This design comes from an exercise in tuning for small area, a short achievable clock period and few clock cycles on the open sky130 flow, not from production work. At most, simulation tests tie the RTL to the original design; equivalence was not proved.

Design mod_mult_m_23, start of the top module:
module mod_mult_m_23 (
  input  wire        clk,
  input  wire        rst,
  input  wire        in_valid,
  input  wire [22:0] input_data0,
  input  wire [22:0] input_data1,
  output wire        out_valid,
  output reg  [22:0] output_data
);
For scale: roughly 1,700 cells after synthesis, roughly 270 flip-flops, roughly 0.022 mm^2 of cells after synthesis.
clock: 7.5 ns
lec_check: 0
cap_margin: 20
core_margin: 2
core_utilization: 40
setup_slack_margin: 4.2
slew_margin: 20
synth_hierarchical: 1
run.sh (not shown) runs the stock make flow with config.mk's settings and CLKGATE_MAP_FILE= SYNTH_SCRIPT=/design/flow/synth_recipe.tcl, a recipe that flattens the netlist after the stock synthesis.
The starting point finished clean.
Change:
--- a/flow/config.mk
+++ b/flow/config.mk
@@ -8,6 +8,6 @@
 export CAP_MARGIN = 20
 export CORE_MARGIN = 2
-export CORE_UTILIZATION = 40
-export SETUP_SLACK_MARGIN = 4.2
+export CORE_UTILIZATION = 50
+export SETUP_SLACK_MARGIN = 4.6
 export SLEW_MARGIN = 20
 export SYNTH_HIERARCHICAL = 1
After rerunning: Non-clock buffer count rises by 81. Via count increases by a few percent. Die area drops by about a fifth. Area after synthesis does not change.
Change:
--- a/flow/config.mk
+++ b/flow/config.mk
@@ -9,5 +9,5 @@
 export CORE_MARGIN = 2
 export CORE_UTILIZATION = 50
-export SETUP_SLACK_MARGIN = 4.6
+export SETUP_SLACK_MARGIN = 3.8
 export SLEW_MARGIN = 20
 export SYNTH_HIERARCHICAL = 1
Outcome: Hold slack stays flat. Register-to-register slack loses 0.06 ns. Critical path depth goes down by 2. Global-route usage goes down by 4.7 points. Wire length goes down by 14%.
Change:
--- a/flow/config.mk
+++ b/flow/config.mk
@@ -9,5 +9,5 @@
 export CORE_MARGIN = 2
 export CORE_UTILIZATION = 50
-export SETUP_SLACK_MARGIN = 3.8
+export SETUP_SLACK_MARGIN = 3.4
 export SLEW_MARGIN = 20
 export SYNTH_HIERARCHICAL = 1
After rerunning:
- The changed run completed without violations
- design area went down by about 4%
- wire length went down by about 8%
No functional check of the RTL was part of any run of this note.

Setup of red:
mod_mult_m_23, a different RTL version from the one above (not shown whole).
Size in the first run: ~73 I/O pins, ~21,000 sq um of cells after synthesis.
==> flow/design.v (excerpt) <==
module mod_mult_m_23 (
  input  wire        clk,
  input  wire        rst,
  input  wire        in_valid,
  input  wire [22:0] input_data0,
  input  wire [22:0] input_data1,
  output wire        out_valid,
  output reg  [22:0] output_data
);
  reg [22:0] a_r;
  reg [4:0] valid_pipe;
  reg be2;
  reg be3;
  reg be4;
  wire p5;
  wire p6;
  wire p8;
  wire p10;
  wire p12;
  wire p14;
  wire p16;
  wire p18;
  wire p20;
  wire p22;
  wire p24;
  wire p26;
  wire p28;
  wire p30;
  wire p32;
  wire p34;
  wire p36;
  wire p38;
  wire p40;
  wire p42;
  wire p44;
  wire p46;
  wire p48;
  wire p50;
  reg be53;
  reg be54;
  reg be55;
  wire p56;
  wire p57;
  wire p59;
  wire p61;
  wire p63;
  wire p65;
  wire p67;
  wire p69;
  wire p71;
  wire p73;
  wire p75;
  wire p77;
  wire p79;
  wire p81;
  wire p83;
  wire p85;
  wire p87;
  wire p89;
  wire p91;
  wire p93;
  wire p95;
  wire p97;
  wire p99;
  wire p101;
  reg be104;
  reg be105;
  reg be106;
  wire p107;
  wire p108;
  wire p110;
  wire p112;
  wire p114;
  wire p116;
  wire p118;
  wire p120;
  wire p122;
  wire p124;
  wire p126;
  wire p128;
  wire p130;
  wire p132;
  wire p134;
  wire p136;
  wire p138;
  wire p140;
  wire p142;
  wire p144;
  wire p146;
  wire p148;
  wire p150;
  wire p152;
  reg be155;
  reg be156;
  reg be157;
  wire p158;
  wire p159;
  wire p161;
  wire p163;
  wire p165;
  wire p167;
  wire p169;
  wire p171;
  wire p173;
  wire p175;
  ...
Settings: LEC_CHECK=0, CAP_MARGIN=5, CORE_MARGIN=2, CORE_UTILIZATION=50, CTS_BUF_LIST=sky130_fd_sc_hd__clkbuf_4 sky130_fd_sc_hd__clkbuf_8, SETUP_SLACK_MARGIN=4.4, SLEW_MARGIN=5, SYNTH_HIERARCHICAL=1; clock period 7.5 ns.
standard.sh (not shown) runs the stock make flow with config.mk's settings and CLKGATE_MAP_FILE= SYNTH_SCRIPT=/design/flow/synth_recipe.tcl, a recipe that flattens the netlist after the stock synthesis.
==> flow/flow/run.sh <==
#!/bin/bash
# Own flow: the standard synthesis, then every combinational cell set to its
# smallest drive strength (timing repair upsizes where the margin needs it), then
# the standard layout with port buffers of the smallest buffer cell.
set -euo pipefail
bash standard.sh synth > synth.log 2>&1
R=orfs/results/sky130hd/mod_mult_m_23/base
cp $R/1_2_yosys.v 1_2_yosys.orig.v
python3 flow/downsize.py $R/1_2_yosys.v $FLOW_HOME/platforms/sky130hd/lib/sky130_fd_sc_hd__tt_025C_1v80.lib > downsize.log 2>&1
rm -f $R/1_synth.odb $R/1_synth.sdc
bash standard.sh "BUFFER_PORTS_ARGS=-buffer_cell sky130_fd_sc_hd__buf_1" finish > layout.log 2>&1
==> flow/flow/downsize.py <==
#!/usr/bin/env python3
"""Set every combinational cell of the synthesized netlist to its smallest drive
strength (same function and pins); timing repair later upsizes where needed.
Flip-flops and other sequential cells are left as synthesis made them.
usage: downsize.py NETLIST LIBERTY"""
import re, sys
net, lib = sys.argv[1], sys.argv[2]
lt = open(lib).read()
cells = set(re.findall(r'cell\s*\(\s*"?(sky130_fd_sc_hd__\w+?)"?\s*\)', lt))
seq = set(m for m in cells if re.search(r'__(df|dl|sdf|edf|sdl|lpflow|clk|probe|conb|tap|fill|decap|diode)', m))
txt = open(net).read()
count = {}
def repl(m):
    base, drv = m.group(1), m.group(2)
    full = base + '_' + drv
    if full in seq or base + '_1' in seq:
        return m.group(0)
    for small in ('0', '1'):
        cand = base + '_' + small
        if cand in cells and cand != full and int(small) < int(drv):
            count[full + '->' + cand] = count.get(full + '->' + cand, 0) + 1
            return cand + m.group(3)
    return m.group(0)
txt2 = re.sub(r'\b(sky130_fd_sc_hd__[a-z0-9]+?)_(\d+)(\s+[\\\w])', repl, txt)
open(net, 'w').write(txt2)
for k, v in sorted(count.items()):
    print(v, k)
Per the final summary, red finished and its layout is clean on timing, DRC and antenna.
Testbench counts of red, summed over its fixed seeds: cycles 24,040.
For blue, these inputs were changed with respect to red:
--- a/flow/config.mk
+++ b/flow/config.mk
@@ -6,9 +6,8 @@
 export NUM_CORES = 4
 export LEC_CHECK = 0
-export CAP_MARGIN = 5
+export CAP_MARGIN = 20
 export CORE_MARGIN = 2
 export CORE_UTILIZATION = 50
-export CTS_BUF_LIST = sky130_fd_sc_hd__clkbuf_4 sky130_fd_sc_hd__clkbuf_8
 export SETUP_SLACK_MARGIN = 4.4
-export SLEW_MARGIN = 5
+export SLEW_MARGIN = 20
 export SYNTH_HIERARCHICAL = 1
Findings:
- blue ends up with a violation count after the first detailed-routing iteration that is 129 lower than in red.
- Average via count per standard cell: blue vs red up about 0.5%
- Highest clock frequency the design can meet across red and blue: no real change.
- Between blue and red, the placement-stage cell area does not differ in any meaningful way.
- Between blue and red, the amount of wire on met2 after detailed routing figures differ only marginally.
- Compared with red, blue shows a synthesis-to-layout area growth that is 0.38 points higher.
- Taking red as the reference, in blue sequential share of layout area was more or less identical; worst hold slack across all endpoints went up by 0.0051 ns.
- Taking red as the reference point, the number of clock buffers inserted by TritonCTS of blue falls by about 28%.
Input changes introduced in green (baseline for comparison: blue):
--- a/flow/config.mk
+++ b/flow/config.mk
@@ -9,5 +9,5 @@
 export CORE_MARGIN = 2
 export CORE_UTILIZATION = 50
-export SETUP_SLACK_MARGIN = 4.4
+export SETUP_SLACK_MARGIN = 4.6
 export SLEW_MARGIN = 20
 export SYNTH_HIERARCHICAL = 1
- For non-clock buffer count, dividing the value from green by the value from blue gives 1.7.
- Diff blue -> green | mean number of vias per cell | up by a few percent
- Later-pin clock latency in the skew report delta (green -> blue): insignificant
- Compared with blue, in green minimum clock period after layout decreased 0.13 ns; number of multi-input combinational cells now sits at about the same level; wire length has increased; number of filler instances in the final layout -about 4.3%.
Input-level comparison between orange and green:
--- a/flow/config.mk
+++ b/flow/config.mk
@@ -8,6 +8,6 @@
 export CAP_MARGIN = 20
 export CORE_MARGIN = 2
-export CORE_UTILIZATION = 50
-export SETUP_SLACK_MARGIN = 4.6
+export CORE_UTILIZATION = 45
+export SETUP_SLACK_MARGIN = 4.4
 export SLEW_MARGIN = 20
 export SYNTH_HIERARCHICAL = 1
Findings:
Compared with green, in orange weighted congestion reported at the end of routability-driven placement increased about 10%, global-route met3 utilization went down 1.6 points, clock network area share grew by 0.28 points, fraction of layout cells with a size suffix above 1 now smaller, time the final worst path needs with I/O delays and setup went up by 0.15 ns. Sequential share of layout area (lower): green. m1373$_DFF_P_ as the destination of the critical timing path was reported by orange, and m1352$_DFF_P_ by green.

[separate check: timing with driven ports]
The results above use ideal ports. As a check the final layouts listed here were re-extracted and re-timed, cells and wires unchanged. Step 1: set_driving_cell puts a clkbuf_16 on clk and a buf_2 on each other input, an assumption about the parent block. Step 2 times the ports against the registers' clock, not the clock port: input delays grow and output delays shrink by t, the midpoint of the rising clock arrivals with the driver on. Slacks: ideal / step 1 / step 2; pairs: ideal / step 1.
run	t, ns	slack for setup (ns)	hold WS [ns]	slew at the worst register clock pin (ns)
the first run of note 1	0.607	3.968 / 3.968 / 3.968	0.345 / 0.345 / 0.345	0.06 / 0.06
the second run of note 1	0.661	3.905 / 3.905 / 3.905	0.350 / 0.350 / 0.350	0.07 / 0.07
the third run of note 1	0.661	3.848 / 3.848 / 3.848	0.349 / 0.349 / 0.349	0.07 / 0.07
the fourth run of note 1	0.640	3.531 / 3.531 / 3.531	0.351 / 0.351 / 0.351	0.06 / 0.06
red	0.690	4.437 / 4.437 / 4.437	0.346 / 0.346 / 0.346	0.07 / 0.07
blue	0.601	4.446 / 4.446 / 4.446	0.351 / 0.351 / 0.351	0.06 / 0.06
green	0.618	4.576 / 4.576 / 4.576	0.353 / 0.353 / 0.353	0.07 / 0.07
orange	0.599	4.429 / 4.429 / 4.429	0.349 / 0.349 / 0.349	0.06 / 0.06
After both steps every run listed still meets setup and hold.
